Source: an optimization exercise on an open RTL-to-GDS flow (aim: small area). Production flows keep margins and buffers that such runs may drop. Only simulation tests tie the RTL to the original design; equivalence was not proved. No activity file was given, so power comes from the tool's default toggle rates.

==> flow/design.v, too long to show whole: its modules and the start of the top module <==
// module add_ha: 4 lines
// module inc_ripple: 11 lines
// module add_ripple: 11 lines
// module add30_cs: 8 lines
// module rf_aoi222: 3 lines
// module rf_nand2: 3 lines
// module rf_nand3: 3 lines
// module rf_nand4: 3 lines
// module rf_or3: 3 lines
// module rf_rdbit: 16 lines
// module mul_fa: 4 lines
// module mul16x16: 642 lines
// module rv_cpu: 2269 lines
module rv_cpu 
  #(
  parameter           DB_RMW        = 0,     
  parameter           DIVIDER_EN    = 1,     
  parameter           MUL_ARCH      = "dsp", 
  parameter  [29:0]   START_ADDR    = 30'b0, 
  parameter           REG_RAM_STYLE = 1,     
  parameter           ENABLE_TIMER  = 1,     
  parameter           TIMER_XLEN    = 32     
  )
  (
  clk_i,
  rst_i,
  lli_re_o,
  lli_adr_o,
  lli_dat_i, 
  lli_busy_i,
  lli_cc_invalidate_o,
  dbus_cyc_o,
  dbus_stb_o,
  dbus_we_o,
  dbus_sel_o,
  dbus_ack_i, 
  dbus_adr_o, 
  dbus_dat_o, 
  dbus_dat_i,
  irq_i
  );
  // ...
==> flow/flow/run.sh <==
#!/bin/bash
set -euo pipefail
export BUFFER_PORTS_ARGS="-buffer_cell sky130_fd_sc_hd__buf_1"
export CTS_ARGS="-sink_clustering_enable -repair_clock_nets -buf_list sky130_fd_sc_hd__clkbuf_8 -dont_use_dummy_load"
bash standard.sh > standard.log 2>&1
==> flow/standard.sh <==
#!/bin/bash
# synth_recipe.tcl (not shown) runs the flow's synth.tcl, then flattens the netlist and writes it again
# the make line also repeats each setting of config.mk as NAME=value (left out here)
make -C /OpenROAD-flow-scripts/flow DESIGN_CONFIG=/design/flow/config.mk WORK_HOME=/design/flow/orfs CLKGATE_MAP_FILE= SYNTH_SCRIPT=/design/flow/synth_recipe.tcl "${@:-finish}"
==> flow/config.mk <==
export PLATFORM = sky130hd
export DESIGN_NAME = rv_cpu
export DESIGN_NICKNAME = rv_cpu
export VERILOG_FILES = /design/flow/design.v
export SDC_FILE = /design/flow/constraint.sdc
export NUM_CORES = 4
export LEC_CHECK = 0
export CAP_MARGIN = 20
export CORE_MARGIN = 2
export CORE_UTILIZATION = 40
export SLEW_MARGIN = 20
export SYNTH_HIERARCHICAL = 1
==> flow/constraint.sdc <==
create_clock -name core_clock -period 14.0 [get_ports {clk_i}]
set_input_delay 2.8000 -clock core_clock [delete_from_list [all_inputs] [get_ports {clk_i}]]
set_output_delay 2.8000 -clock core_clock [all_outputs]
set_load 0.01 [all_outputs]
==> reports/metrics.yaml, run 1 <==
outcome:
  outcome: "no timing/DRC/antenna violations"
clocking:
  cts_tree: "done"
  clkTransAtPathRegs_ns: 0.06
  clock-sinks: 1662
  clock_latency_ns: 1.07
finish:
  inv_count: 212
  buffers_excl_clock: 525
  antennaDiodeCount: 35
  num-multi-input-gates: 6579
  fin_cells: 12483
logic_synthesis:
  synth_top_area_cell: "edfxtp_1"
  yosys-top-cells-count: "nand2_1 (1249), edfxtp_1 (1058), a222oi_1 (716), a21oi_1 (655), nor2_1 (644)"
  yosysTopAreaCellShare: 0.331
  ys_seq_elements: 1662
  yosys.area_share.simple: 0.135
  synth-edff-count: 1058
  yosysMostFrequentCell: "nand2_1"
  synthFlopType: "edfxtp_1"
  synth_top_family_by_area: "compound AO/OA/AOI/OAI gates"
worst_setup_path:
  endpoint_kind: "register"
  crit_cells: 35
  setup.worst_path.start: "rf__v2q"
  path_delay_family: "adder cells"
timing:
  setup_ws_ns: 1.83
  holdWs_ns: 0.388
  tightest_slew_ns: 1.32
  fin_skew_ns: 0.149
  rsz0062_at_grt: "no"
power_and_ir_drop:
  power.total_mw: 9.96
  p_comb_mw: 0.930
  power_frac_seq: 0.527
place:
  gp_congestion: 1.01
routing:
  drt_wl_total_mm: 422
  dr.pass1.iters: 14
  vias: 85262
run:
  drv_cap: 0
floorplanning:
  dieArea_um2: 244000
  die_h_um: 494
global_routing:
  grtUsageTotal: 0.334
hold_path:
  hold_end: "sh__rq"
==> run 2, diff against run 1 <==
--- a/flow/design.v
+++ b/flow/design.v
@@ -9,35 +9,16 @@
 	genvar i;
 	generate
 		for (i = 0; i < W; i = i + 1) begin : g
 			add_ha u (.a(a[i]), .b(c[i]), .s(s[i]), .co(c[i+1]));
 		end
 	endgenerate
 	assign co = c[W];
 endmodule
-module add_ripple #(parameter W = 15) (input [W-1:0] a, b, input cin, output [W-1:0] s, output co);
-	wire [W:0] c;
-	assign c[0] = cin;
-	genvar i;
-	generate
-		for (i = 0; i < W; i = i + 1) begin : g
-			mul_fa u (.a(a[i]), .b(b[i]), .ci(c[i]), .s(s[i]), .co(c[i+1]));
-		end
-	endgenerate
-	assign co = c[W];
-endmodule
-module add30_cs (input [29:0] a, b, output [29:0] s);
-	wire cl, c0, c1;
-	wire [14:0] h0, h1;
-	add_ripple #(15) lo (.a(a[14:0]), .b(b[14:0]), .cin(1'b0), .s(s[14:0]), .co(cl));
-	add_ripple #(15) hz (.a(a[29:15]), .b(b[29:15]), .cin(1'b0), .s(h0), .co(c0));
-	add_ripple #(15) ho (.a(a[29:15]), .b(b[29:15]), .cin(1'b1), .s(h1), .co(c1));
-	assign s[29:15] = cl ? h1 : h0;
-endmodule
 `timescale 1ns/1ps
 module rf_aoi222 (input a1, a2, b1, b2, c1, c2, output y);
 	assign y = ~((a1 & a2) | (b1 & b2) | (c1 & c2));
 endmodule
 module rf_nand2 (input a, b, output y);
 	assign y = ~(a & b);
 endmodule
 module rf_nand3 (input a, b, c, output y);
@@ -707,16 +688,659 @@
 	mul_fa ut413 (.a(t358), .b(t359), .ci(t309), .s(t413), .co(t414));
 	mul_fa ut415 (.a(t360), .b(t361), .ci(pp[252]), .s(t415), .co(t416));
 	mul_fa ut417 (.a(t362), .b(t363), .ci(pp[253]), .s(t417), .co(t418));
 	mul_fa ut419 (.a(t364), .b(pp[239]), .ci(pp[254]), .s(t419), .co(t420));
 	wire [31:0] r0 = {1'b1, t420, t418, t416, t414, t412, t410, t408, t406, t404, t402, t400, t398, t396, t394, t392, t390, t388, t386, t384, t382, t380, t378, t376, t374, t372, t370, t368, t366, t365, pp[1], pp[0]};
 	wire [31:0] r1 = {1'b1, pp[255], t419, t417, t415, t413, t411, t409, t407, t405, t403, t401, t399, t397, t395, t393, t391, t389, t387, t385, t383, t381, t379, t377, t375, t373, t371, t369, t367, pp[32], pp[16], 1'b1};
 	assign p = ~r0 + ~r1;
 endmodule
+module mul16x16cs(input [15:0] a, input [15:0] b, output [31:0] nr0, nr1);
+	wire [255:0] pp;
+	genvar i, j;
+	generate for (i = 0; i < 16; i = i + 1) begin : gi
+		for (j = 0; j < 16; j = j + 1) begin : gj
+			assign pp[i*16+j] = ~(a[i] & b[j]);
+		end
+	end endgenerate
+	wire t1;
+	wire t2;
+	wire t3;
+	wire t4;
+	wire t5;
+	wire t6;
+	wire t7;
+	wire t8;
+	wire t9;
+	wire t10;
+	wire t11;
+	wire t12;
+	wire t13;
+	wire t14;
+	wire t15;
+	wire t16;
+	wire t17;
+	wire t18;
+	wire t19;
+	wire t20;
+	wire t21;
+	wire t22;
+	wire t23;
+	wire t24;
+	wire t25;
+	wire t26;
+	wire t27;
+	wire t28;
+	wire t29;
+	wire t30;
+	wire t31;
+	wire t32;
+	wire t33;
+	wire t34;
+	wire t35;
+	wire t36;
+	wire t37;
+	wire t38;
+	wire t39;
+	wire t40;
+	wire t41;
+	wire t42;
+	wire t43;
+	wire t44;
+	wire t45;
+	wire t46;
+	wire t47;
+	wire t48;
+	wire t49;
+	wire t50;
+	wire t51;
+	wire t52;
+	wire t53;
+	wire t54;
+	wire t55;
+	wire t56;
+	wire t57;
+	wire t58;
+	wire t59;
+	wire t60;
+	wire t61;
+	wire t62;
+	wire t63;
+	wire t64;
+	wire t65;
+	wire t66;
+	wire t67;
+	wire t68;
+	wire t69;
+	wire t70;
+	wire t71;
+	wire t72;
+	wire t73;
+	wire t74;
+	wire t75;
+	wire t76;
+	wire t77;
+	wire t78;
+	wire t79;
+	wire t80;
+	wire t81;
+	wire t82;
+	wire t83;
+	wire t84;
+	wire t85;
+	wire t86;
+	wire t87;
+	wire t88;
+	wire t89;
+	wire t90;
+	wire t91;
+	wire t92;
+	wire t93;
+	wire t94;
+	wire t95;
+	wire t96;
+	wire t97;
+	wire t98;
+	wire t99;
+	wire t100;
+	wire t101;
+	wire t102;
+	wire t103;
+	wire t104;
+	wire t105;
+	wire t106;
+	wire t107;
+	wire t108;
+	wire t109;
+	wire t110;
+	wire t111;
+	wire t112;
+	wire t113;
+	wire t114;
+	wire t115;
+	wire t116;
+	wire t117;
+	wire t118;
+	wire t119;
+	wire t120;
+	wire t121;
+	wire t122;
+	wire t123;
+	wire t124;
+	wire t125;
+	wire t126;
+	wire t127;
+	wire t128;
+	wire t129;
+	wire t130;
+	wire t131;
+	wire t132;
+	wire t133;
+	wire t134;
+	wire t135;
+	wire t136;
+	wire t137;
+	wire t138;
+	wire t139;
+	wire t140;
+	wire t141;
+	wire t142;
+	wire t143;
+	wire t144;
+	wire t145;
+	wire t146;
+	wire t147;
+	wire t148;
+	wire t149;
+	wire t150;
+	wire t151;
+	wire t152;
+	wire t153;
+	wire t154;
+	wire t155;
+	wire t156;
+	wire t157;
+	wire t158;
+	wire t159;
+	wire t160;
+	wire t161;
+	wire t162;
+	wire t163;
+	wire t164;
+	wire t165;
+	wire t166;
+	wire t167;
+	wire t168;
+	wire t169;
+	wire t170;
+	wire t171;
+	wire t172;
+	wire t173;
+	wire t174;
+	wire t175;
+	wire t176;
+	wire t177;
+	wire t178;
+	wire t179;
+	wire t180;
+	wire t181;
+	wire t182;
+	wire t183;
+	wire t184;
+	wire t185;
+	wire t186;
+	wire t187;
+	wire t188;
+	wire t189;
+	wire t190;
+	wire t191;
+	wire t192;
+	wire t193;
+	wire t194;
+	wire t195;
+	wire t196;
+	wire t197;
+	wire t198;
+	wire t199;
+	wire t200;
+	wire t201;
+	wire t202;
+	wire t203;
+	wire t204;
+	wire t205;
+	wire t206;
+	wire t207;
+	wire t208;
+	wire t209;
+	wire t210;
+	wire t211;
+	wire t212;
+	wire t213;
+	wire t214;
+	wire t215;
+	wire t216;
+	wire t217;
+	wire t218;
+	wire t219;
+	wire t220;
+	wire t221;
+	wire t222;
+	wire t223;
+	wire t224;
+	wire t225;
+	wire t226;
+	wire t227;
+	wire t228;
+	wire t229;
+	wire t230;
+	wire t231;
+	wire t232;
+	wire t233;
+	wire t234;
+	wire t235;
+	wire t236;
+	wire t237;
+	wire t238;
+	wire t239;
+	wire t240;
+	wire t241;
+	wire t242;
+	wire t243;
+	wire t244;
+	wire t245;
+	wire t246;
+	wire t247;
+	wire t248;
+	wire t249;
+	wire t250;
+	wire t251;
+	wire t252;
+	wire t253;
+	wire t254;
+	wire t255;
+	wire t256;
+	wire t257;
+	wire t258;
+	wire t259;
+	wire t260;
+	wire t261;
+	wire t262;
+	wire t263;
+	wire t264;
+	wire t265;
+	wire t266;
+	wire t267;
+	wire t268;
+	wire t269;
+	wire t270;
+	wire t271;
+	wire t272;
+	wire t273;
+	wire t274;
+	wire t275;
+	wire t276;
+	wire t277;
+	wire t278;
+	wire t279;
+	wire t280;
+	wire t281;
+	wire t282;
+	wire t283;
+	wire t284;
+	wire t285;
+	wire t286;
+	wire t287;
+	wire t288;
+	wire t289;
+	wire t290;
+	wire t291;
+	wire t292;
+	wire t293;
+	wire t294;
+	wire t295;
+	wire t296;
+	wire t297;
+	wire t298;
+	wire t299;
+	wire t300;
+	wire t301;
+	wire t302;
+	wire t303;
+	wire t304;
+	wire t305;
+	wire t306;
+	wire t307;
+	wire t308;
+	wire t309;
+	wire t310;
+	wire t311;
+	wire t312;
+	wire t313;
+	wire t314;
+	wire t315;
+	wire t316;
+	wire t317;
+	wire t318;
+	wire t319;
+	wire t320;
+	wire t321;
+	wire t322;
+	wire t323;
+	wire t324;
+	wire t325;
+	wire t326;
+	wire t327;
+	wire t328;
+	wire t329;
+	wire t330;
+	wire t331;
+	wire t332;
+	wire t333;
+	wire t334;
+	wire t335;
+	wire t336;
+	wire t337;
+	wire t338;
+	wire t339;
+	wire t340;
+	wire t341;
+	wire t342;
+	wire t343;
+	wire t344;
+	wire t345;
+	wire t346;
+	wire t347;
+	wire t348;
+	wire t349;
+	wire t350;
+	wire t351;
+	wire t352;
+	wire t353;
+	wire t354;
+	wire t355;
+	wire t356;
+	wire t357;
+	wire t358;
+	wire t359;
+	wire t360;
+	wire t361;
+	wire t362;
+	wire t363;
+	wire t364;
+	wire t365;
+	wire t366;
+	wire t367;
+	wire t368;
+	wire t369;
+	wire t370;
+	wire t371;
+	wire t372;
+	wire t373;
+	wire t374;
+	wire t375;
+	wire t376;
+	wire t377;
+	wire t378;
+	wire t379;
+	wire t380;
+	wire t381;
+	wire t382;
+	wire t383;
+	wire t384;
+	wire t385;
+	wire t386;
+	wire t387;
+	wire t388;
+	wire t389;
+	wire t390;
+	wire t391;
+	wire t392;
+	wire t393;
+	wire t394;
+	wire t395;
+	wire t396;
+	wire t397;
+	wire t398;
+	wire t399;
+	wire t400;
+	wire t401;
+	wire t402;
+	wire t403;
+	wire t404;
+	wire t405;
+	wire t406;
+	wire t407;
+	wire t408;
+	wire t409;
+	wire t410;
+	wire t411;
+	wire t412;
+	wire t413;
+	wire t414;
+	wire t415;
+	wire t416;
+	wire t417;
+	wire t418;
+	wire t419;
+	wire t420;
+	mul_fa ut1 (.a(pp[13]), .b(pp[28]), .ci(1'b1), .s(t1), .co(t2));
+	mul_fa ut3 (.a(pp[14]), .b(pp[29]), .ci(pp[44]), .s(t3), .co(t4));
+	mul_fa ut5 (.a(pp[59]), .b(pp[74]), .ci(1'b1), .s(t5), .co(t6));
+	mul_fa ut7 (.a(pp[15]), .b(pp[30]), .ci(pp[45]), .s(t7), .co(t8));
+	mul_fa ut9 (.a(pp[60]), .b(pp[75]), .ci(pp[90]), .s(t9), .co(t10));
+	mul_fa ut11 (.a(pp[105]), .b(pp[120]), .ci(1'b1), .s(t11), .co(t12));
+	mul_fa ut13 (.a(pp[31]), .b(pp[46]), .ci(pp[61]), .s(t13), .co(t14));
+	mul_fa ut15 (.a(pp[76]), .b(pp[91]), .ci(pp[106]), .s(t15), .co(t16));
+	mul_fa ut17 (.a(pp[121]), .b(pp[136]), .ci(1'b1), .s(t17), .co(t18));
+	mul_fa ut19 (.a(pp[47]), .b(pp[62]), .ci(pp[77]), .s(t19), .co(t20));
+	mul_fa ut21 (.a(pp[92]), .b(pp[107]), .ci(pp[122]), .s(t21), .co(t22));
+	mul_fa ut23 (.a(pp[63]), .b(pp[78]), .ci(pp[93]), .s(t23), .co(t24));
+	mul_fa ut25 (.a(pp[9]), .b(pp[24]), .ci(1'b1), .s(t25), .co(t26));
+	mul_fa ut27 (.a(pp[10]), .b(pp[25]), .ci(pp[40]), .s(t27), .co(t28));
+	mul_fa ut29 (.a(pp[55]), .b(pp[70]), .ci(1'b1), .s(t29), .co(t30));
+	mul_fa ut31 (.a(pp[11]), .b(pp[26]), .ci(pp[41]), .s(t31), .co(t32));
+	mul_fa ut33 (.a(pp[56]), .b(pp[71]), .ci(pp[86]), .s(t33), .co(t34));
+	mul_fa ut35 (.a(pp[101]), .b(pp[116]), .ci(1'b1), .s(t35), .co(t36));
+	mul_fa ut37 (.a(pp[12]), .b(pp[27]), .ci(pp[42]), .s(t37), .co(t38));
+	mul_fa ut39 (.a(pp[57]), .b(pp[72]), .ci(pp[87]), .s(t39), .co(t40));
+	mul_fa ut41 (.a(pp[102]), .b(pp[117]), .ci(pp[132]), .s(t41), .co(t42));
+	mul_fa ut43 (.a(pp[147]), .b(pp[162]), .ci(1'b1), .s(t43), .co(t44));
+	mul_fa ut45 (.a(t1), .b(pp[43]), .ci(pp[58]), .s(t45), .co(t46));
+	mul_fa ut47 (.a(pp[73]), .b(pp[88]), .ci(pp[103]), .s(t47), .co(t48));
+	mul_fa ut49 (.a(pp[118]), .b(pp[133]), .ci(pp[148]), .s(t49), .co(t50));
+	mul_fa ut51 (.a(pp[163]), .b(pp[178]), .ci(pp[193]), .s(t51), .co(t52));
+	mul_fa ut53 (.a(t2), .b(t3), .ci(t5), .s(t53), .co(t54));
+	mul_fa ut55 (.a(pp[89]), .b(pp[104]), .ci(pp[119]), .s(t55), .co(t56));
+	mul_fa ut57 (.a(pp[134]), .b(pp[149]), .ci(pp[164]), .s(t57), .co(t58));
+	mul_fa ut59 (.a(pp[179]), .b(pp[194]), .ci(pp[209]), .s(t59), .co(t60));
+	mul_fa ut61 (.a(t4), .b(t6), .ci(t7), .s(t61), .co(t62));
+	mul_fa ut63 (.a(t9), .b(t11), .ci(pp[135]), .s(t63), .co(t64));
+	mul_fa ut65 (.a(pp[150]), .b(pp[165]), .ci(pp[180]), .s(t65), .co(t66));
+	mul_fa ut67 (.a(pp[195]), .b(pp[210]), .ci(pp[225]), .s(t67), .co(t68));
+	mul_fa ut69 (.a(t8), .b(t10), .ci(t12), .s(t69), .co(t70));
+	mul_fa ut71 (.a(t13), .b(t15), .ci(t17), .s(t71), .co(t72));
+	mul_fa ut73 (.a(pp[151]), .b(pp[166]), .ci(pp[181]), .s(t73), .co(t74));
+	mul_fa ut75 (.a(pp[196]), .b(pp[211]), .ci(pp[226]), .s(t75), .co(t76));
+	mul_fa ut77 (.a(t14), .b(t16), .ci(t18), .s(t77), .co(t78));
+	mul_fa ut79 (.a(t19), .b(t21), .ci(pp[137]), .s(t79), .co(t80));
+	mul_fa ut81 (.a(pp[152]), .b(pp[167]), .ci(pp[182]), .s(t81), .co(t82));
+	mul_fa ut83 (.a(pp[197]), .b(pp[212]), .ci(pp[227]), .s(t83), .co(t84));
+	mul_fa ut85 (.a(t20), .b(t22), .ci(t23), .s(t85), .co(t86));
+	mul_fa ut87 (.a(pp[108]), .b(pp[123]), .ci(pp[138]), .s(t87), .co(t88));
+	mul_fa ut89 (.a(pp[153]), .b(pp[168]), .ci(pp[183]), .s(t89), .co(t90));
+	mul_fa ut91 (.a(pp[198]), .b(pp[213]), .ci(pp[228]), .s(t91), .co(t92));
+	mul_fa ut93 (.a(t24), .b(pp[79]), .ci(pp[94]), .s(t93), .co(t94));
+	mul_fa ut95 (.a(pp[109]), .b(pp[124]), .ci(pp[139]), .s(t95), .co(t96));
+	mul_fa ut97 (.a(pp[154]), .b(pp[169]), .ci(pp[184]), .s(t97), .co(t98));
+	mul_fa ut99 (.a(pp[199]), .b(pp[214]), .ci(pp[229]), .s(t99), .co(t100));
+	mul_fa ut101 (.a(pp[95]), .b(pp[110]), .ci(pp[125]), .s(t101), .co(t102));
+	mul_fa ut103 (.a(pp[140]), .b(pp[155]), .ci(pp[170]), .s(t103), .co(t104));
+	mul_fa ut105 (.a(pp[185]), .b(pp[200]), .ci(pp[215]), .s(t105), .co(t106));
+	mul_fa ut107 (.a(pp[111]), .b(pp[126]), .ci(pp[141]), .s(t107), .co(t108));
+	mul_fa ut109 (.a(pp[156]), .b(pp[171]), .ci(pp[186]), .s(t109), .co(t110));
+	mul_fa ut111 (.a(pp[127]), .b(pp[142]), .ci(pp[157]), .s(t111), .co(t112));
+	mul_fa ut113 (.a(pp[6]), .b(pp[21]), .ci(1'b1), .s(t113), .co(t114));
+	mul_fa ut115 (.a(pp[7]), .b(pp[22]), .ci(pp[37]), .s(t115), .co(t116));
+	mul_fa ut117 (.a(pp[52]), .b(pp[67]), .ci(1'b1), .s(t117), .co(t118));
+	mul_fa ut119 (.a(pp[8]), .b(pp[23]), .ci(pp[38]), .s(t119), .co(t120));
+	mul_fa ut121 (.a(pp[53]), .b(pp[68]), .ci(pp[83]), .s(t121), .co(t122));
+	mul_fa ut123 (.a(pp[98]), .b(pp[113]), .ci(1'b1), .s(t123), .co(t124));
+	mul_fa ut125 (.a(t25), .b(pp[39]), .ci(pp[54]), .s(t125), .co(t126));
+	mul_fa ut127 (.a(pp[69]), .b(pp[84]), .ci(pp[99]), .s(t127), .co(t128));
+	mul_fa ut129 (.a(pp[114]), .b(pp[129]), .ci(pp[144]), .s(t129), .co(t130));
+	mul_fa ut131 (.a(t26), .b(t27), .ci(t29), .s(t131), .co(t132));
+	mul_fa ut133 (.a(pp[85]), .b(pp[100]), .ci(pp[115]), .s(t133), .co(t134));
+	mul_fa ut135 (.a(pp[130]), .b(pp[145]), .ci(pp[160]), .s(t135), .co(t136));
+	mul_fa ut137 (.a(t28), .b(t30), .ci(t31), .s(t137), .co(t138));
+	mul_fa ut139 (.a(t33), .b(t35), .ci(pp[131]), .s(t139), .co(t140));
+	mul_fa ut141 (.a(pp[146]), .b(pp[161]), .ci(pp[176]), .s(t141), .co(t142));
+	mul_fa ut143 (.a(t32), .b(t34), .ci(t36), .s(t143), .co(t144));
+	mul_fa ut145 (.a(t37), .b(t39), .ci(t41), .s(t145), .co(t146));
+	mul_fa ut147 (.a(t43), .b(pp[177]), .ci(pp[192]), .s(t147), .co(t148));
+	mul_fa ut149 (.a(t38), .b(t40), .ci(t42), .s(t149), .co(t150));
+	mul_fa ut151 (.a(t44), .b(t45), .ci(t47), .s(t151), .co(t152));
+	mul_fa ut153 (.a(t49), .b(t51), .ci(pp[208]), .s(t153), .co(t154));
+	mul_fa ut155 (.a(t46), .b(t48), .ci(t50), .s(t155), .co(t156));
+	mul_fa ut157 (.a(t52), .b(t53), .ci(t55), .s(t157), .co(t158));
+	mul_fa ut159 (.a(t57), .b(t59), .ci(pp[224]), .s(t159), .co(t160));
+	mul_fa ut161 (.a(t54), .b(t56), .ci(t58), .s(t161), .co(t162));
+	mul_fa ut163 (.a(t60), .b(t61), .ci(t63), .s(t163), .co(t164));
+	mul_fa ut165 (.a(t65), .b(t67), .ci(pp[240]), .s(t165), .co(t166));
+	mul_fa ut167 (.a(t62), .b(t64), .ci(t66), .s(t167), .co(t168));
+	mul_fa ut169 (.a(t68), .b(t69), .ci(t71), .s(t169), .co(t170));
+	mul_fa ut171 (.a(t73), .b(t75), .ci(pp[241]), .s(t171), .co(t172));
+	mul_fa ut173 (.a(t70), .b(t72), .ci(t74), .s(t173), .co(t174));
+	mul_fa ut175 (.a(t76), .b(t77), .ci(t79), .s(t175), .co(t176));
+	mul_fa ut177 (.a(t81), .b(t83), .ci(pp[242]), .s(t177), .co(t178));
+	mul_fa ut179 (.a(t78), .b(t80), .ci(t82), .s(t179), .co(t180));
+	mul_fa ut181 (.a(t84), .b(t85), .ci(t87), .s(t181), .co(t182));
+	mul_fa ut183 (.a(t89), .b(t91), .ci(pp[243]), .s(t183), .co(t184));
+	mul_fa ut185 (.a(t86), .b(t88), .ci(t90), .s(t185), .co(t186));
+	mul_fa ut187 (.a(t92), .b(t93), .ci(t95), .s(t187), .co(t188));
+	mul_fa ut189 (.a(t97), .b(t99), .ci(pp[244]), .s(t189), .co(t190));
+	mul_fa ut191 (.a(t94), .b(t96), .ci(t98), .s(t191), .co(t192));
+	mul_fa ut193 (.a(t100), .b(t101), .ci(t103), .s(t193), .co(t194));
+	mul_fa ut195 (.a(t105), .b(pp[230]), .ci(pp[245]), .s(t195), .co(t196));
+	mul_fa ut197 (.a(t102), .b(t104), .ci(t106), .s(t197), .co(t198));
+	mul_fa ut199 (.a(t107), .b(t109), .ci(pp[201]), .s(t199), .co(t200));
+	mul_fa ut201 (.a(pp[216]), .b(pp[231]), .ci(pp[246]), .s(t201), .co(t202));
+	mul_fa ut203 (.a(t108), .b(t110), .ci(t111), .s(t203), .co(t204));
+	mul_fa ut205 (.a(pp[172]), .b(pp[187]), .ci(pp[202]), .s(t205), .co(t206));
+	mul_fa ut207 (.a(pp[217]), .b(pp[232]), .ci(pp[247]), .s(t207), .co(t208));
+	mul_fa ut209 (.a(t112), .b(pp[143]), .ci(pp[158]), .s(t209), .co(t210));
+	mul_fa ut211 (.a(pp[173]), .b(pp[188]), .ci(pp[203]), .s(t211), .co(t212));
+	mul_fa ut213 (.a(pp[218]), .b(pp[233]), .ci(pp[248]), .s(t213), .co(t214));
+	mul_fa ut215 (.a(pp[159]), .b(pp[174]), .ci(pp[189]), .s(t215), .co(t216));
+	mul_fa ut217 (.a(pp[204]), .b(pp[219]), .ci(pp[234]), .s(t217), .co(t218));
+	mul_fa ut219 (.a(pp[175]), .b(pp[190]), .ci(pp[205]), .s(t219), .co(t220));
+	mul_fa ut221 (.a(pp[4]), .b(pp[19]), .ci(1'b1), .s(t221), .co(t222));
+	mul_fa ut223 (.a(pp[5]), .b(pp[20]), .ci(pp[35]), .s(t223), .co(t224));
+	mul_fa ut225 (.a(pp[50]), .b(pp[65]), .ci(1'b1), .s(t225), .co(t226));
+	mul_fa ut227 (.a(t113), .b(pp[36]), .ci(pp[51]), .s(t227), .co(t228));
+	mul_fa ut229 (.a(pp[66]), .b(pp[81]), .ci(pp[96]), .s(t229), .co(t230));
+	mul_fa ut231 (.a(t114), .b(t115), .ci(t117), .s(t231), .co(t232));
+	mul_fa ut233 (.a(pp[82]), .b(pp[97]), .ci(pp[112]), .s(t233), .co(t234));
+	mul_fa ut235 (.a(t116), .b(t118), .ci(t119), .s(t235), .co(t236));
+	mul_fa ut237 (.a(t121), .b(t123), .ci(pp[128]), .s(t237), .co(t238));
+	mul_fa ut239 (.a(t120), .b(t122), .ci(t124), .s(t239), .co(t240));
+	mul_fa ut241 (.a(t125), .b(t127), .ci(t129), .s(t241), .co(t242));
+	mul_fa ut243 (.a(t126), .b(t128), .ci(t130), .s(t243), .co(t244));
+	mul_fa ut245 (.a(t131), .b(t133), .ci(t135), .s(t245), .co(t246));
+	mul_fa ut247 (.a(t132), .b(t134), .ci(t136), .s(t247), .co(t248));
+	mul_fa ut249 (.a(t137), .b(t139), .ci(t141), .s(t249), .co(t250));
+	mul_fa ut251 (.a(t138), .b(t140), .ci(t142), .s(t251), .co(t252));
+	mul_fa ut253 (.a(t143), .b(t145), .ci(t147), .s(t253), .co(t254));
+	mul_fa ut255 (.a(t144), .b(t146), .ci(t148), .s(t255), .co(t256));
+	mul_fa ut257 (.a(t149), .b(t151), .ci(t153), .s(t257), .co(t258));
+	mul_fa ut259 (.a(t150), .b(t152), .ci(t154), .s(t259), .co(t260));
+	mul_fa ut261 (.a(t155), .b(t157), .ci(t159), .s(t261), .co(t262));
+	mul_fa ut263 (.a(t156), .b(t158), .ci(t160), .s(t263), .co(t264));
+	mul_fa ut265 (.a(t161), .b(t163), .ci(t165), .s(t265), .co(t266));
+	mul_fa ut267 (.a(t162), .b(t164), .ci(t166), .s(t267), .co(t268));
+	mul_fa ut269 (.a(t167), .b(t169), .ci(t171), .s(t269), .co(t270));
+	mul_fa ut271 (.a(t168), .b(t170), .ci(t172), .s(t271), .co(t272));
+	mul_fa ut273 (.a(t173), .b(t175), .ci(t177), .s(t273), .co(t274));
+	mul_fa ut275 (.a(t174), .b(t176), .ci(t178), .s(t275), .co(t276));
+	mul_fa ut277 (.a(t179), .b(t181), .ci(t183), .s(t277), .co(t278));
+	mul_fa ut279 (.a(t180), .b(t182), .ci(t184), .s(t279), .co(t280));
+	mul_fa ut281 (.a(t185), .b(t187), .ci(t189), .s(t281), .co(t282));
+	mul_fa ut283 (.a(t186), .b(t188), .ci(t190), .s(t283), .co(t284));
+	mul_fa ut285 (.a(t191), .b(t193), .ci(t195), .s(t285), .co(t286));
+	mul_fa ut287 (.a(t192), .b(t194), .ci(t196), .s(t287), .co(t288));
+	mul_fa ut289 (.a(t197), .b(t199), .ci(t201), .s(t289), .co(t290));
+	mul_fa ut291 (.a(t198), .b(t200), .ci(t202), .s(t291), .co(t292));
+	mul_fa ut293 (.a(t203), .b(t205), .ci(t207), .s(t293), .co(t294));
+	mul_fa ut295 (.a(t204), .b(t206), .ci(t208), .s(t295), .co(t296));
+	mul_fa ut297 (.a(t209), .b(t211), .ci(t213), .s(t297), .co(t298));
+	mul_fa ut299 (.a(t210), .b(t212), .ci(t214), .s(t299), .co(t300));
+	mul_fa ut301 (.a(t215), .b(t217), .ci(pp[249]), .s(t301), .co(t302));
+	mul_fa ut303 (.a(t216), .b(t218), .ci(t219), .s(t303), .co(t304));
+	mul_fa ut305 (.a(pp[220]), .b(pp[235]), .ci(pp[250]), .s(t305), .co(t306));
+	mul_fa ut307 (.a(t220), .b(pp[191]), .ci(pp[206]), .s(t307), .co(t308));
+	mul_fa ut309 (.a(pp[221]), .b(pp[236]), .ci(pp[251]), .s(t309), .co(t310));
+	mul_fa ut311 (.a(pp[207]), .b(pp[222]), .ci(pp[237]), .s(t311), .co(t312));
+	mul_fa ut313 (.a(pp[3]), .b(pp[18]), .ci(1'b1), .s(t313), .co(t314));
+	mul_fa ut315 (.a(t221), .b(pp[34]), .ci(pp[49]), .s(t315), .co(t316));
+	mul_fa ut317 (.a(t222), .b(t223), .ci(t225), .s(t317), .co(t318));
+	mul_fa ut319 (.a(t224), .b(t226), .ci(t227), .s(t319), .co(t320));
+	mul_fa ut321 (.a(t228), .b(t230), .ci(t231), .s(t321), .co(t322));
+	mul_fa ut323 (.a(t232), .b(t234), .ci(t235), .s(t323), .co(t324));
+	mul_fa ut325 (.a(t236), .b(t238), .ci(t239), .s(t325), .co(t326));
+	mul_fa ut327 (.a(t240), .b(t242), .ci(t243), .s(t327), .co(t328));
+	mul_fa ut329 (.a(t244), .b(t246), .ci(t247), .s(t329), .co(t330));
+	mul_fa ut331 (.a(t248), .b(t250), .ci(t251), .s(t331), .co(t332));
+	mul_fa ut333 (.a(t252), .b(t254), .ci(t255), .s(t333), .co(t334));
+	mul_fa ut335 (.a(t256), .b(t258), .ci(t259), .s(t335), .co(t336));
+	mul_fa ut337 (.a(t260), .b(t262), .ci(t263), .s(t337), .co(t338));
+	mul_fa ut339 (.a(t264), .b(t266), .ci(t267), .s(t339), .co(t340));
+	mul_fa ut341 (.a(t268), .b(t270), .ci(t271), .s(t341), .co(t342));
+	mul_fa ut343 (.a(t272), .b(t274), .ci(t275), .s(t343), .co(t344));
+	mul_fa ut345 (.a(t276), .b(t278), .ci(t279), .s(t345), .co(t346));
+	mul_fa ut347 (.a(t280), .b(t282), .ci(t283), .s(t347), .co(t348));
+	mul_fa ut349 (.a(t284), .b(t286), .ci(t287), .s(t349), .co(t350));
+	mul_fa ut351 (.a(t288), .b(t290), .ci(t291), .s(t351), .co(t352));
+	mul_fa ut353 (.a(t292), .b(t294), .ci(t295), .s(t353), .co(t354));
+	mul_fa ut355 (.a(t296), .b(t298), .ci(t299), .s(t355), .co(t356));
+	mul_fa ut357 (.a(t300), .b(t302), .ci(t303), .s(t357), .co(t358));
+	mul_fa ut359 (.a(t304), .b(t306), .ci(t307), .s(t359), .co(t360));
+	mul_fa ut361 (.a(t308), .b(t310), .ci(t311), .s(t361), .co(t362));
+	mul_fa ut363 (.a(t312), .b(pp[223]), .ci(pp[238]), .s(t363), .co(t364));
+	mul_fa ut365 (.a(pp[2]), .b(pp[17]), .ci(1'b1), .s(t365), .co(t366));
+	mul_fa ut367 (.a(t313), .b(pp[33]), .ci(pp[48]), .s(t367), .co(t368));
+	mul_fa ut369 (.a(t314), .b(t315), .ci(pp[64]), .s(t369), .co(t370));
+	mul_fa ut371 (.a(t316), .b(t317), .ci(pp[80]), .s(t371), .co(t372));
+	mul_fa ut373 (.a(t318), .b(t319), .ci(t229), .s(t373), .co(t374));
+	mul_fa ut375 (.a(t320), .b(t321), .ci(t233), .s(t375), .co(t376));
+	mul_fa ut377 (.a(t322), .b(t323), .ci(t237), .s(t377), .co(t378));
+	mul_fa ut379 (.a(t324), .b(t325), .ci(t241), .s(t379), .co(t380));
+	mul_fa ut381 (.a(t326), .b(t327), .ci(t245), .s(t381), .co(t382));
+	mul_fa ut383 (.a(t328), .b(t329), .ci(t249), .s(t383), .co(t384));
+	mul_fa ut385 (.a(t330), .b(t331), .ci(t253), .s(t385), .co(t386));
+	mul_fa ut387 (.a(t332), .b(t333), .ci(t257), .s(t387), .co(t388));
+	mul_fa ut389 (.a(t334), .b(t335), .ci(t261), .s(t389), .co(t390));
+	mul_fa ut391 (.a(t336), .b(t337), .ci(t265), .s(t391), .co(t392));
+	mul_fa ut393 (.a(t338), .b(t339), .ci(t269), .s(t393), .co(t394));
+	mul_fa ut395 (.a(t340), .b(t341), .ci(t273), .s(t395), .co(t396));
+	mul_fa ut397 (.a(t342), .b(t343), .ci(t277), .s(t397), .co(t398));
+	mul_fa ut399 (.a(t344), .b(t345), .ci(t281), .s(t399), .co(t400));
+	mul_fa ut401 (.a(t346), .b(t347), .ci(t285), .s(t401), .co(t402));
+	mul_fa ut403 (.a(t348), .b(t349), .ci(t289), .s(t403), .co(t404));
+	mul_fa ut405 (.a(t350), .b(t351), .ci(t293), .s(t405), .co(t406));
+	mul_fa ut407 (.a(t352), .b(t353), .ci(t297), .s(t407), .co(t408));
+	mul_fa ut409 (.a(t354), .b(t355), .ci(t301), .s(t409), .co(t410));
+	mul_fa ut411 (.a(t356), .b(t357), .ci(t305), .s(t411), .co(t412));
+	mul_fa ut413 (.a(t358), .b(t359), .ci(t309), .s(t413), .co(t414));
+	mul_fa ut415 (.a(t360), .b(t361), .ci(pp[252]), .s(t415), .co(t416));
+	mul_fa ut417 (.a(t362), .b(t363), .ci(pp[253]), .s(t417), .co(t418));
+	mul_fa ut419 (.a(t364), .b(pp[239]), .ci(pp[254]), .s(t419), .co(t420));
+	wire [31:0] r0 = {1'b1, t420, t418, t416, t414, t412, t410, t408, t406, t404, t402, t400, t398, t396, t394, t392, t390, t388, t386, t384, t382, t380, t378, t376, t374, t372, t370, t368, t366, t365, pp[1], pp[0]};
+	wire [31:0] r1 = {1'b1, pp[255], t419, t417, t415, t413, t411, t409, t407, t405, t403, t401, t399, t397, t395, t393, t391, t389, t387, t385, t383, t381, t379, t377, t375, t373, t371, t369, t367, pp[32], pp[16], 1'b1};
+	assign nr0 = r0;
+	assign nr1 = r1;
+endmodule
 `timescale 1ns/1ps
 module rv_cpu 
   #(
   parameter           DB_RMW        = 0,     
   parameter           DIVIDER_EN    = 1,     
   parameter           MUL_ARCH      = "dsp", 
   parameter  [29:0]   START_ADDR    = 30'b0, 
   parameter           REG_RAM_STYLE = 1,     
@@ -1012,17 +1636,18 @@
 	reg[7:0] de__rd1_reg; 
 	wire [7:0] de__rd2; 
 	reg[7:0] de__rd2_reg; 
 	parameter[1:0] de__undef = 0; 
 	parameter[1:0] de__Registered = 1; 
 	parameter[1:0] de__imm = 2; 
 	reg[1:0] de__rd1_select; 
 	reg[1:0] de__rd2_select; 
-	reg[31:0] de__rd2_direct; 
+	reg[19:0] de__rd2_raw; 
+	reg de__rd2_u; 
 	reg de__rd1_zero; 
 	reg de__rd2_zero; 
 	reg[7:0] de__dst_out; 
 	wire [7:0] de__radr1_out; 
 	wire [7:0] de__radr2_out; 
 	reg de__trap_on_next; 
 	reg de__trap_on_current; 
 	parameter[6:2] de__op_imm = 5'b00100; 
@@ -1182,17 +1807,18 @@
 					de__cmd_cmp_o <= 1'b0 ; 
 					de__cmd_jump_o <= 1'b0 ; 
 					de__cmd_and_o <= 1'b0 ; 
 					de__cmd_xor_o <= 1'b0 ; 
 					de__cmd_shift_o <= 1'b0 ; 
 					de__cmd_shift_right_o <= 1'b0 ; 
 					de__rd1_select <= de__undef ; 
 					de__rd2_select <= de__undef ; 
-					de__rd2_direct <= {32'b0} ; 
+					de__rd2_raw <= 20'b0 ; 
+					de__rd2_u <= 1'b0 ; 
 					de__jump_type_o <= {4'b0} ; 
 					de__dst_out <= {8'b0} ; 
 					de__displacement = 12'b0; 
 					de__dext = 8'b0; 
 					de__dmode = 2'b0; 
 					de__cmd_mul_high_o <= 1'b0 ; 
 					de__cmd_signed_b_o <= 1'b0 ; 
 					de__cmd_slt_o <= 1'b0 ; 
@@ -1279,17 +1905,17 @@
 																	de__rd1_select <= de__Registered ; 
 																	de__dst_out <= {3'b000, de__rd} ; 
 																	if ((de__opcode[5]) == 1'b1)
 																		begin
 																			de__rd2_select <= de__Registered ; 
 																		end
 																	else
 																		begin
-																			de__rd2_direct <= {{20{de__word_i[31]}}, de__word_i[31:20]} ; 
+																			de__rd2_raw <= de__word_i[31:12] ; de__rd2_u <= 1'b0 ; 
 																			de__rd2_select <= de__imm ; 
 																		end 
 																	if (de__funct7 == de__mulext & de__optype == de__rv_op)
 																		begin
 																			if ((de__funct3[2]) == 1'b0)
 																				begin
 																					de__cmd_mul_o <= 1'b1 ; 
 																					case (de__funct3[1:0])
@@ -1452,17 +2078,17 @@
 																			de__cmd_dbus_hword_o <= 1'b1 ; 
 																		end 
 																	de__t_valid = 1'b1; 
 																end
 															de__rv_lui, de__rv_auipc :
 																begin
 																	de__u_immed = {de__word_i[31:12], 12'b0};
 																	de__rd2_select <= de__imm ; 
-																	de__rd2_direct <= de__u_immed ;  
+																	de__rd2_raw <= de__word_i[31:12] ; de__rd2_u <= 1'b1 ;  
 																	de__rd1_select <= de__imm ; 
 																	de__cmd_addsub_o <= 1'b1 ; 
 																	if ((de__word_i[5]) == 1'b1)
 																		begin
 																			de__rd1_kind <= 2'd1 ; 
 																		end
 																	else
 																		begin
@@ -1653,17 +2279,17 @@
 							de__op1_o <= de__sp_rdata1_i ; 
 						end 
 				end 
 		end 
 	always @(*)
 		begin
 			if (de__rd2_select == de__imm)
 				begin
-					de__op2_o <= de__rd2_direct ; 
+					de__op2_o <= de__rd2_u ? {de__rd2_raw, 12'b0} : {{20{de__rd2_raw[19]}}, de__rd2_raw[19:8]} ; 
 				end
 			else
 				begin
 					if (de__rd2_zero == 1'b1)
 						begin
 							de__op2_o <= 'h00000000 ; 
 						end
 					else
@@ -2131,17 +2757,39 @@
 	always @(*)
 		case (de__dmode_o)
 			2'd0 : al__disp = {{20{ex__displacement_i[11]}}, ex__displacement_i};
 			2'd1 : al__disp = {11'b0, de__dext_o, ex__displacement_i, 1'b0};
 			2'd2 : al__disp = {{19{ex__displacement_i[11]}}, ex__displacement_i, 1'b0};
 			default : al__disp = 32'd4;
 		endcase
 	assign al__addend2 = al__use_disp ? al__disp : (al__op2_i ^ {32{al__sub}});
-	assign al__adder_result = {1'b0, al__addend1} + {1'b0, al__addend2} + {32'b0, al__sub} ;  
+	wire [31:0] al__p = al__addend1 ^ al__addend2;
+	wire [31:0] al__g = al__addend1 & al__addend2;
+	reg  [31:0] al__pg, al__gg;
+	integer al__d, al__k;
+	always @(*)
+		begin
+			al__pg = al__p;
+			al__gg = al__g;
+			al__gg[0] = al__g[0] | (al__p[0] & al__sub);
+			for (al__d = 1; al__d < 32; al__d = al__d * 2)
+				for (al__k = 2 * al__d - 1; al__k < 32; al__k = al__k + 2 * al__d)
+					begin
+						al__gg[al__k] = al__gg[al__k] | (al__pg[al__k] & al__gg[al__k - al__d]);
+						al__pg[al__k] = al__pg[al__k] & al__pg[al__k - al__d];
+					end
+			for (al__d = 8; al__d >= 1; al__d = al__d / 2)
+				for (al__k = 3 * al__d - 1; al__k < 32; al__k = al__k + 2 * al__d)
+					begin
+						al__gg[al__k] = al__gg[al__k] | (al__pg[al__k] & al__gg[al__k - al__d]);
+						al__pg[al__k] = al__pg[al__k] & al__pg[al__k - al__d];
+					end
+		end
+	assign al__adder_result = {al__gg[31], al__p ^ {al__gg[30:0], al__sub}} ;  
 	assign al__adder_we = al__cmd_addsub_i & al__valid_i ;
 	always @(posedge clk_i)
 		if (rst_i)
 			begin
 				al__cmp_eq_o     <= 1'b0 ;
 				al__cmp_carry    <= 1'b0 ;
 				al__cmp_s1       <= 1'b0 ; 
 				al__cmp_s2       <= 1'b0 ;
@@ -2152,17 +2800,17 @@
 				al__cmp_carry    <= al__adder_result[32] & ~(al__sub & (al__op2_i == 32'b0)) ; 
 				al__cmp_s1       <= al__op1_i[31] ; 
 				al__cmp_s2       <= al__op2_i[31] ; 
 			end  
 	assign al__cmp_ug_o     = al__cmp_carry & ~al__cmp_eq_o ;
 	assign al__cmp_sg_o     = ((al__cmp_s1 & al__cmp_s2 & al__cmp_carry) | (~al__cmp_s1 & ~al__cmp_s2 & al__cmp_carry) | (~al__cmp_s1 & al__cmp_s2)) & ~al__cmp_eq_o ;
 	assign al__cmd_and_vect = (al__cmd_and_i) ? {32'hffffffff} : {32'b0} ;
 	assign al__cmd_xor_vect = (al__cmd_xor_i) ? {32'hffffffff} : {32'b0} ;
-	assign al__logic_result = (al__op1_i & al__op2_i & al__cmd_and_vect) | ((al__op1_i ^ al__op2_i) & al__cmd_xor_vect) ;
+	assign al__logic_result = (al__g & al__cmd_and_vect) | (al__p & al__cmd_xor_vect) ;
 	assign al__logic_we     = (al__cmd_and_i | al__cmd_xor_i) & al__valid_i ;
 	assign al__mul_ce       =  al__cmd_mul_i & al__valid_i ;
 	assign al__div_ce = al__cmd_div_i & al__valid_i;
 	assign al__div_we = al__div_ce ;
 	assign al__div_result = 32'b0;
 	assign al__shift_ce = al__cmd_shift_i & al__valid_i ;
 	assign al__adder_we_vect = (al__adder_we ) ? {32'hffffffff} : {32'b0} ;
 	assign al__logic_we_vect = (al__logic_we ) ? {32'hffffffff} : {32'b0} ;
@@ -2220,25 +2868,37 @@
 	reg mu__hi; 
 	reg mu__zq; 
 	reg[15:0] mu__r; 
 	wire mu__z = mu__ceo ? mu__zq : mu__zero_i;
 	wire[15:0] mu__xa = (mu__ceo & mu__hi) ? mu__d1_i[31:16] : mu__d1_i[15:0];
 	wire[15:0] mu__x = mu__xa & {16{~mu__z}};
 	wire[15:0] mu__y = (mu__ceo & ~mu__hi) ? mu__d2_i[15:0] : mu__d2_i[31:16];
 	wire[31:0] mu__pm;
-	wire[31:0] mu__p10;
 	mul16x16 mu__m1 (.a(mu__x), .b(mu__y), .p(mu__pm));
-	mul16x16 mu__m2 (.a(mu__op1_i[31:16]), .b(mu__op2_i[15:0]), .p(mu__p10));
+	wire[31:0] mu__nr0, mu__nr1;
+	mul16x16cs mu__m2 (.a(mu__op1_i[31:16]), .b(mu__op2_i[15:0]), .nr0(mu__nr0), .nr1(mu__nr1));
+	wire[16:0] mu__lo_sum = {1'b0, ~mu__nr0[15:0]} + {1'b0, ~mu__nr1[15:0]};
+	wire mu__c16 = mu__lo_sum[16];
+	wire[15:0] mu__nx = ~(mu__high_i ? mu__pm[31:16] : mu__pm[15:0]);
+	wire[15:0] mu__ny0 = mu__high_i ? mu__nr0[31:16] : mu__nr0[15:0];
+	wire[15:0] mu__ny1 = mu__high_i ? mu__nr1[31:16] : mu__nr1[15:0];
+	wire[15:0] mu__ns, mu__nc;
+	genvar mu__k;
+	generate
+		for (mu__k = 0; mu__k < 16; mu__k = mu__k + 1) begin : mu__csa
+			mul_fa u (.a(mu__nx[mu__k]), .b(mu__ny0[mu__k]), .ci(mu__ny1[mu__k]), .s(mu__ns[mu__k]), .co(mu__nc[mu__k]));
+		end
+	endgenerate
 	always @(posedge clk_i)
 		if (mu__ce_i)
 			begin
 				mu__hi <= mu__high_i;
 				mu__zq <= mu__zero_i;
-				mu__r <= (mu__high_i ? mu__pm[31:16] : mu__pm[15:0]) + (mu__high_i ? mu__p10[31:16] : mu__p10[15:0]);
+				mu__r <= ~mu__ns + {~mu__nc[14:0], mu__high_i & mu__c16};
 			end
 	wire[15:0] mu__s = (mu__hi ? mu__pm[15:0] : mu__pm[31:16]) + mu__r;
 	assign mu__result_o = mu__hi ? {mu__pm[31:16], mu__s} : {mu__s, mu__pm[15:0]};
 	always @(posedge clk_i)
 		if (rst_i == 1'b1)
 			mu__ceo <= 1'b0 ; 
 		else
 			mu__ceo <= mu__ce_i ;
@@ -2938,18 +3598,19 @@
 				rf__valid <= 31'b0;
 				rf__v1q <= 1'b0;
 				rf__v2q <= 1'b0;
 				rf__a1q <= 5'b0;
 				rf__a2q <= 5'b0;
 			end
 		else
 			begin
-				if (rf__wr)
-					rf__valid[rf__wrreg] <= ~rf__wzero;
+				for (rf__i = 1; rf__i < 32; rf__i = rf__i + 1)
+					if (rf__wr && rf__wrreg == rf__i)
+						rf__valid[rf__i] <= ~rf__wzero;
 				if (!rf__wait_i)
 					begin
 						rf__a1q <= rf__read1;
 						rf__a2q <= rf__read2;
 						rf__v1q <= rf__v1n;
 						rf__v2q <= rf__v2n;
 					end
 			end
==> flow/flow/run.sh (replaced) <==
#!/bin/bash
set -euo pipefail
export BUFFER_PORTS_ARGS="-buffer_cell sky130_fd_sc_hd__buf_1"
export CTS_ARGS="-sink_clustering_enable -repair_clock_nets -buf_list sky130_fd_sc_hd__clkbuf_8 -dont_use_dummy_load -sink_clustering_size 12 -sink_clustering_max_diameter 80"
bash standard.sh > standard.log 2>&1
==> reports/metrics.yaml, run 2 <==
global_routing:
  grtUsageTotal: 0.340  # was 0.334
  grt_start_max_net_pins: 156  # was 149
  gr-total-overflow: 0  # unchanged
  grt_pass1_wl_mm: 593  # was 591 mm
  first_global_vias: 78402  # was 81069
  antenna_found_initial: 35  # was 50
clocking:
  cts_hold_buf: 0  # unchanged
  clkTransAtPathRegs_ns: 0.08  # was 0.06 ns
  clock_path_buffers: 3  # was 4
  cts_tree: "done"  # unchanged
  clock-sinks: 1651  # was 1662
  cts.repair.resized: 0  # unchanged
  post_cts_buffers: 0  # unchanged
  clock_latency_ns: 1.04  # was 1.07 ns
  numCtsBuffers: 160  # was 303
  cts-root-buf: "clkbuf_8"  # unchanged
  htree_num_levels: 4  # was 5
logic_synthesis:
  async_flop_share: 0  # unchanged
  ys_types: 103  # was 99
  yosys-top-cells-count: "nand2_1 (1306), edfxtp_1 (1058), a222oi_1 (701), dfxtp_1 (593), a21oi_1 (554)"  # was nand2_1 (1249), edfxtp_1 (1058), a222oi_1 (716), a21oi_1 (655), nor2_1 (644)
  synthTopCellsByArea: "edfxtp_1 (33%), dfxtp_1 (12%), fa_1 (9.6%)"  # was edfxtp_1 (33%), dfxtp_1 (13%), fa_1 (8.9%)
  synth_top_area_cell: "edfxtp_1"  # unchanged
  synth_seq_area_share: 0.459  # was 0.457
  synthFlopType: "edfxtp_1"  # unchanged
  post_synth.cell_area_avg_um2: 10.8  # was 10.6 µm²
  syn-cell-area_um2: 95200  # was 96000 µm²
  synthCells: 8780  # was 9020
  yosysMostFrequentCell: "nand2_1"  # unchanged
  ys_seq_elements: 1651  # was 1662
  yosysTopAreaCellShare: 0.334  # was 0.331
  synth-edff-count: 1058  # unchanged
  yosysWarnings: 8  # unchanged
finish:
  largest_reg_flops: 992  # unchanged
  reg.largest.list: "rf__r (992), cu__mcycl_count (64), fe__fifo_dout (62)"  # unchanged
  mostFrequentLayoutCell: "nand2_1"  # unchanged
  fin_nets: 9615  # was 10084
  drive_gt1_frac: 0.102  # was 0.111
  utilization: 0.432  # was 0.446
  final_cell_mix: "nand2_1 (1304), edfxtp_1 (1058), a222oi_1 (701), dfxtp_1 (587), a21oi_1 (539)"  # was nand2_1 (1245), edfxtp_1 (1058), a222oi_1 (716), a21oi_1 (637), dfxtp_1 (602)
  regMostFlops: "rf__r"  # unchanged
  area_delta_synth_final_pct: 7.55  # was 10.7%
  post-route-cell-area_um2: 102000  # was 106000 µm²
timing:
  rsz0062_at_grt: "no"  # unchanged
  fin_skew_ns: 0.126  # was 0.149 ns
  hold_viol: 0  # unchanged
  slew_viol_final: 0  # unchanged
  max_slew_margin: 0.169  # was 0.122
  fin_setup_tns_ns: 0  # unchanged
  setup_viol: 0  # unchanged
  min_period_over_period: 0.871  # was 0.870
  clock.fmax_mhz: 82.0  # was 82.1 MHz
  tightest_slew_ns: 1.24  # was 1.32 ns
  period_needed_ns: 12.20  # was 12.17 ns
  holdWs_ns: 0.445  # was 0.388 ns
worst_setup_path:
  cp.required_ns: 14.66  # was 14.69 ns
  arrival_ns: 12.85  # was 12.87 ns
  max_stage_delay_ns: 0.87  # was 0.75 ns
  setup.worst_path.start: "rf__v2q"  # unchanged
  endpoint_kind: "register"  # unchanged
  critPathMaxFanout: 31  # unchanged
  worstSetupPathType: "register to register"  # unchanged
  timing.rr.start: "rf__v2q"  # unchanged
  cpMaxStageDelayCell: "nor2_2"  # was nand2_1
  timing.critical_path.mode_cell: "fa_1"  # unchanged
  start_kind: "register"  # unchanged
run:
  drv_cap: 0  # unchanged
floorplanning:
  initial_core_util: 0.401  # was 0.403
  num_rows: 179  # unchanged
  num_io_pins: 177  # unchanged
  die_h_um: 492  # was 494 µm
  fp.coreArea_um2: 237000  # was 238000 µm²
  die_x_um: 492  # was 494 µm
  dieArea_um2: 242000  # was 244000 µm²
place:
  port-buffer-count: 176  # unchanged
  placed_area_um2: 100000  # was 102000 µm²
  gp_congestion: 1.02  # was 1.01
  dp_hpwl_mm: 299  # was 296 mm
power_and_ir_drop:
  leakage_nw: 31.6  # was 34.8 nW
  p_per_area_nw_per_um2: 88.0  # was 93.8 nW/µm²
  irDropWorstVdd_uv: 101  # was 94.0 µV
  power.total_mw: 9.01  # was 9.96 mW
routing:
  drc_errors: 0  # unchanged
  dr.pass1.iters: 17  # was 14
  vias: 82705  # was 85262
  drt-initial-drc-count: 18028  # was 16439
  drt_wl_total_mm: 425  # was 422 mm
  drt-wirelength-per-cell_um: 35.3  # was 33.8 µm
  ant_nets: 0  # unchanged
  via_per_inst: 6.88  # was 6.83
hold_path:
  hold_path.class: "register to register"  # unchanged
  worstHoldStart: "fe__fifo_dout[42]"  # was de__cmd_shift_right_o
outcome:
  outcome: "no timing/DRC/antenna violations"  # unchanged
==> run 2: cell types whose count changed after synthesis, moves of 30 or more <==
cell / change
buf_6: +63
nor2_1: -132
o21ai_0: +36
nand3_1: +46
buf_4: +67
mux2i_1: -42
nor3_1: -36
ha_1: -56
nand2_1: +57
clkbuf_1: -77
a21oi_1: -101
fa_1: +30
a211oi_1: -32
==> run 2: kinds of logic after synthesis <==
logic type / after synthesis / share of synthesized area
xor gates and xnor gates: 114 / 0.0105
AOI/OAI and AO/OA: 2367 / 0.187
DFF: 1651 / 0.459
adders and majority gates: 699 / 0.128
buffers and inverters: 883 / 0.0444
and+or+nand+nor: 2743 / 0.131
other: 3 / 0.000118
muxes: 320 / 0.0410
==> run 2: layout make-up <==
| class | count | area [µm²] |
|---|---|---|
| diodes | 23 | 57.6 |
| clock buffers | 160 | 2200 |
| fillers | 22289 | 135000 |
| inverters | 214 | 810 |
| multi-input cells | 6279 | 48200 |
| flip-flops and latches | 1651 | 43600 |
| well taps | 3167 | 3960 |
| repair buffers | 534 | 3450 |
==> run 2: path summary, 6_finish.rpt <==
check | end | slack (ns) | depth (start not counted)
setup / recovery | rf__r[8][15] | 1.80 | 33
hold reg to reg | de__epc_o[12] | 0.44 | 2
hold / removal | de__epc_o[12] | 0.44 | 2
setup reg to reg | rf__r[8][15] | 1.80 | 33
==> run 2: power breakdown <==
part | leakage [nW] | internal [mW] | total, mW | switching (mW)
registers | 12.6 | 5.15 | 5.20 | 0.0424
logic | 17.8 | 0.324 | 1.13 | 0.807
clock network | 1.15 | 1.01 | 2.68 | 1.67
==> run 2: critical path, delay by kind of cell, from the launching register on <==
kind                     cells  cell delay [ns]
XOR/XNOR                     2             0.40
buffers and inverters        2             0.46
adder cells (fa/ha/maj)      8             3.72
multiplexers                 2             0.66
AO/OA/AOI/OAI                8             2.49
AND/OR/NAND/NOR             11             3.64
flip-flops                   1             0.44
==> run 2: metal layers <==
metal  track usage  part of all wire
met1         0.443              0.37
met2         0.490              0.42
met3        0.0976              0.14
met4         0.225             0.079
met5      0.000794           0.00049
==> run 2: stage by stage <==
stage | instances | worst slack, ns
2_1_floorplan | 8813 | 3.14
3_3_place_gp | 11839 | 1.84
3_5_place_dp | 11842 | 2.02
4_1_cts | 12002 | 1.99
5_1_grt | 12012 | 1.35
6_report | 12028 | 1.80
==> run 2: Yosys stat by module (local to each module, per instance), a selection <==
| module | times used | flops+latches | cells | area (µm²) |
|---|---|---|---|---|
| mul16x16cs | 1 | 0 | 385 | 2210 |
| rf_nand4 | 128 | 0 | 1 | 6.26 |
| mul_fa | 436 | 0 | 1 | 20.0 |
| rf_or3 | 64 | 0 | 1 | 6.26 |
| rf_nand2 | 64 | 0 | 1 | 3.75 |
| add_ha | 124 | 0 | 1 | 12.5 |
| rf_nand3 | 64 | 0 | 1 | 5.00 |
| rv_cpu | 1 | 1651 | 6264 | 71400 |
| mul16x16 | 1 | 0 | 611 | 3100 |
| rf_aoi222 | 640 | 0 | 1 | 10.0 |
==> run 3, diff against run 2 <==
==> flow/flow/run.sh (replaced) <==
#!/bin/bash
set -euo pipefail
export BUFFER_PORTS_ARGS="-buffer_cell sky130_fd_sc_hd__buf_1"
export CTS_ARGS="-sink_clustering_enable -repair_clock_nets -buf_list sky130_fd_sc_hd__clkbuf_8 -dont_use_dummy_load -sink_clustering_size 13 -sink_clustering_max_diameter 90"
bash standard.sh > standard.log 2>&1
--- a/flow/config.mk
+++ b/flow/config.mk
@@ -7,6 +7,7 @@
 export LEC_CHECK = 0
 export CAP_MARGIN = 20
 export CORE_MARGIN = 2
-export CORE_UTILIZATION = 40
+export CORE_UTILIZATION = 50
+export PLACE_DENSITY = 0.65
 export SLEW_MARGIN = 20
 export SYNTH_HIERARCHICAL = 1
==> reports/metrics.yaml, run 3 <==
finish:
  multiInputGateArea_um2: 48200  # about the same
  fin_nets: 9582  # was 9615
  mostFrequentLayoutCell: "nand2_1"  # unchanged
  final_cell_mix: "nand2_1 (1304), edfxtp_1 (1058), a222oi_1 (701), dfxtp_1 (587), a21oi_1 (538)"  # was nand2_1 (1304), edfxtp_1 (1058), a222oi_1 (701), dfxtp_1 (587), a21oi_1 (539)
  largest_reg_flops: 992  # unchanged
  n_fill_cell: 16553  # was 22289
  area_delta_synth_final_pct: 6.36  # was 7.55%
  regMostFlops: "rf__r"  # unchanged
  reg.largest.list: "rf__r (992), cu__mcycl_count (64), fe__fifo_dout (62)"  # unchanged
  regArea_um2: 43600  # unchanged
  drive_gt1_frac: 0.0966  # was 0.102
logic_synthesis:
  synth_top_family_by_area: "compound AO/OA/AOI/OAI gates"  # unchanged
  synthFlopType: "edfxtp_1"  # unchanged
  synth_fa_ha_area_frac: 0.128  # unchanged
  synthTopCellsByArea: "edfxtp_1 (33%), dfxtp_1 (12%), fa_1 (9.6%)"  # unchanged
  synth_top_area_cell: "edfxtp_1"  # unchanged
  post_synth.cell_area_avg_um2: 10.8  # unchanged
  yosysTopAreaCellShare: 0.334  # unchanged
  ys_seq_elements: 1651  # unchanged
  ys_types: 103  # unchanged
  yosysMostFrequentCell: "nand2_1"  # unchanged
  syn-cell-area_um2: 95200  # unchanged
  synth_mux_area_frac: 0.0410  # unchanged
  synth_xor_area_frac: 0.0105  # unchanged
  yosysWarnings: 8  # unchanged
  yosys-top-cells-count: "nand2_1 (1306), edfxtp_1 (1058), a222oi_1 (701), dfxtp_1 (593), a21oi_1 (554)"  # unchanged
  yosys.area_share.simple: 0.131  # unchanged
  synth-compound-area-share: 0.187  # unchanged
  synth_seq_area_share: 0.459  # unchanged
  async_flop_share: 0  # unchanged
  synthCells: 8780  # unchanged
  synth-edff-count: 1058  # unchanged
worst_setup_path:
  endpoint_kind: "register"  # unchanged
  worstSetupPathType: "register to register"  # unchanged
  cpMaxStageDelayCell: "nor2_2"  # unchanged
  start_kind: "register"  # unchanged
  cp.required_ns: 14.74  # was 14.66 ns
  critPathMaxFanout: 31  # unchanged
  timing.critical_path.mode_cell: "fa_1"  # unchanged
  arrival_ns: 13.54  # was 12.85 ns
  max_stage_delay_ns: 0.89  # was 0.87 ns
place:
  gp_congestion: 1.06  # was 1.02
  dp_hpwl_mm: 300  # was 299 mm
  port-buffer-count: 176  # unchanged
routing:
  dr.pass1.iters: 15  # was 17
  drt-wirelength-per-cell_um: 37.0  # was 35.3 µm
  drt-initial-drc-count: 19111  # was 18028
  drt_wl_total_mm: 421  # was 425 mm
  drc_errors: 0  # unchanged
  via_per_inst: 7.35  # was 6.88
  vias: 83596  # was 82705
  ant_nets: 0  # unchanged
run:
  drv_cap: 0  # unchanged
power_and_ir_drop:
  power.total_mw: 8.87  # was 9.01 mW
  power_frac_seq: 0.586  # was 0.577
  internal_power_mw: 6.42  # was 6.49 mW
  p_comb_frac: 0.126  # about the same
  pwr-share-clk: 0.289  # was 0.298
  leakage_nw: 31.3  # was 31.6 nW
  switching_share: 0.277  # was 0.279
  irDropWorstVdd_uv: 82.4  # was 101 µV
  power_switching_mw: 2.46  # was 2.52 mW
  p_per_area_nw_per_um2: 87.7  # was 88.0 nW/µm²
timing:
  period_needed_ns: 12.81  # was 12.20 ns
  fin_setup_tns_ns: 0  # unchanged
  fin_skew_ns: 0.181  # was 0.126 ns
  max_slew_margin: 0.142  # was 0.169
  clock.fmax_mhz: 78.1  # was 82.0 MHz
  min_period_over_period: 0.915  # was 0.871
  rsz0062_at_grt: "no"  # unchanged
  setup_viol: 0  # unchanged
  slew_viol_final: 0  # unchanged
  tightest_slew_ns: 1.29  # was 1.24 ns
  hold_viol: 0  # unchanged
global_routing:
  gr-total-overflow: 0  # unchanged
  grt_start_max_net_pins: 212  # was 156
  antenna_found_initial: 72  # was 35
  grt_pass1_wl_mm: 585  # was 593 mm
  grtUsageTotal: 0.424  # was 0.340
  first_global_vias: 77802  # was 78402
floorplanning:
  num_rows: 160  # was 179
  dieArea_um2: 194000  # was 242000 µm²
  die_x_um: 440  # was 492 µm
  initial_core_util: 0.502  # was 0.401
  num_io_pins: 177  # unchanged
  fp.coreArea_um2: 190000  # was 237000 µm²
  die_h_um: 440  # was 492 µm
hold_path:
  hold_path.class: "register to register"  # unchanged
clocking:
  cts_hold_buf: 0  # unchanged
  cts-root-buf: "clkbuf_8"  # unchanged
  clkTransAtPathRegs_ns: 0.10  # was 0.08 ns
  clock_path_buffers: 3  # unchanged
  cts.repair.resized: 0  # unchanged
  clock-sinks: 1651  # unchanged
  clock_latency_ns: 1.04  # about the same
  numCtsBuffers: 149  # was 160
  post_cts_buffers: 0  # unchanged
  cts_tree: "done"  # unchanged
  htree_num_levels: 4  # unchanged
outcome:
  outcome: "no timing/DRC/antenna violations"  # unchanged
==> run 3: path summary, 6_finish.rpt <==
path | start | endpoint | slack, ns | cells after the start
max | rf__v1q | rf__r[3][31] | 1.19 | 34
min | de__cmd_shift_right_o | sh__rq | 0.37 | 0
max reg2reg | rf__v1q | rf__r[3][31] | 1.19 | 34
min reg2reg | de__cmd_shift_right_o | sh__rq | 0.37 | 0
==> run 3: area by class of cell <==
type | instances | share of cell area
Clock buffer | 149 | 0.0203
Sequential cell | 1651 | 0.431
Antenna cell | 56 | 0.00138
Inverter | 214 | 0.00795
Tap cell | 2511 | 0.0310
Timing Repair Buffer | 512 | 0.0324
Multi-Input combinational cell | 6279 | 0.476
==> run 3: power by group through the flow <==
| stage | registers, mW | clock network (mW) | logic [mW] |
|---|---|---|---|
| 2_1_floorplan | 5.28 | 0 | 0.659 |
| 3_3_place_gp | 5.31 | 0 | 1.06 |
| 3_5_place_dp | 5.31 | 0 | 1.06 |
| 4_1_cts | 5.20 | 2.56 | 1.06 |
| 5_1_grt | 5.20 | 2.72 | 1.16 |
| 6_report | 5.20 | 2.56 | 1.12 |
==> run 3: logic make-up (layout without fill, tap and decap cells) <==
logic type      after synthesis  count (layout)
compound gates             2367            2367
xor+xnor                    114             114
fa+ha+maj                   699             699
buf+inv                     883             875
flops                      1651            1651
mux                         320             320
other cells                   3              92
simple gates               2743            2743
==> run 3: per-module statistics from Yosys, one instance, submodules excluded, excerpt <==
module / flops+latches / area (µm²)
rv_cpu: 1651 / 71400
mul16x16: 0 / 3100
mul16x16cs: 0 / 2210
mul_fa: 0 / 20.0
add_ha: 0 / 12.5
rf_aoi222: 0 / 10.0
rf_nand4: 0 / 6.26
rf_or3: 0 / 6.26
rf_nand3: 0 / 5.00
rf_nand2: 0 / 3.75
==> run 3: per-stage QoR <==
stage / cell area [µm²] / std cells / util / setup WS, ns / hold slack, ns
floorplan: 95300 / 8813 / - / 3.14 / 0.331
global placement: 98900 / 11162 / 0.522 / 1.80 / 0.340
detailed placement: 98900 / 11163 / 0.522 / 1.89 / 0.343
CTS: 101000 / 11312 / 0.533 / 1.82 / 0.370
global route: 101000 / 11338 / 0.533 / 0.806 / 0.376
finish: 101000 / 11372 / 0.534 / 1.19 / 0.375
==> run 3: routing by layer <==
metal / vias up / track usage / part of all wire
met5: - / 0.000744 / 0.00065
met3: 1410 / 0.173 / 0.16
met4: 34 / 0.255 / 0.074
li1: 33660 / - / -
met1: 41007 / 0.547 / 0.36
met2: 7485 / 0.594 / 0.41
==> run 3: worst max-delay path, delay by kind of cell (launching register included) <==
kind | cells | cell delay, ns
fa+ha+maj | 8 | 3.77
buf+inv | 2 | 0.43
mux | 1 | 0.29
simple gates | 12 | 4.28
xor+xnor | 3 | 1.06
flops | 1 | 0.42
compound gates | 8 | 2.26

[re-timing with driven ports]
The results above use ideal ports. As a check the final layouts listed here were re-extracted and re-timed, cells and wires unchanged. Step 1 (the two cells are an assumption about what drives the block):
set clk [get_ports {clk_i}]
set_driving_cell -lib_cell sky130_fd_sc_hd__clkbuf_16 $clk
set_driving_cell -lib_cell sky130_fd_sc_hd__buf_2 [delete_from_list [all_inputs] $clk]
Step 2, shift: input delay + t, output delay - t, t = (earliest + latest rising clock arrival at the registers) / 2. This alone moves slack from input paths to output paths. a / b / c = ideal ports / drivers / drivers and shift; a / b = the first two.
| run | t (ns) | setup WS [ns] | worst setup path after step 2 | clock arrival spread, ns | worst register clock-pin slew, ns |
|---|---|---|---|---|---|
| run 1 | 1.102 | 1.826 / 1.826 / 1.826 | register to register | 0.167 / 0.167 | 0.07 / 0.07 |
| run 2 | 1.065 | 1.804 / 1.804 / 1.804 | register to register | 0.128 / 0.128 | 0.10 / 0.10 |
| run 3 | 1.043 | 1.194 / 1.194 / 1.194 | register to register | 0.181 / 0.181 | 0.10 / 0.10 |
After both steps setup and hold are still met in every run listed.
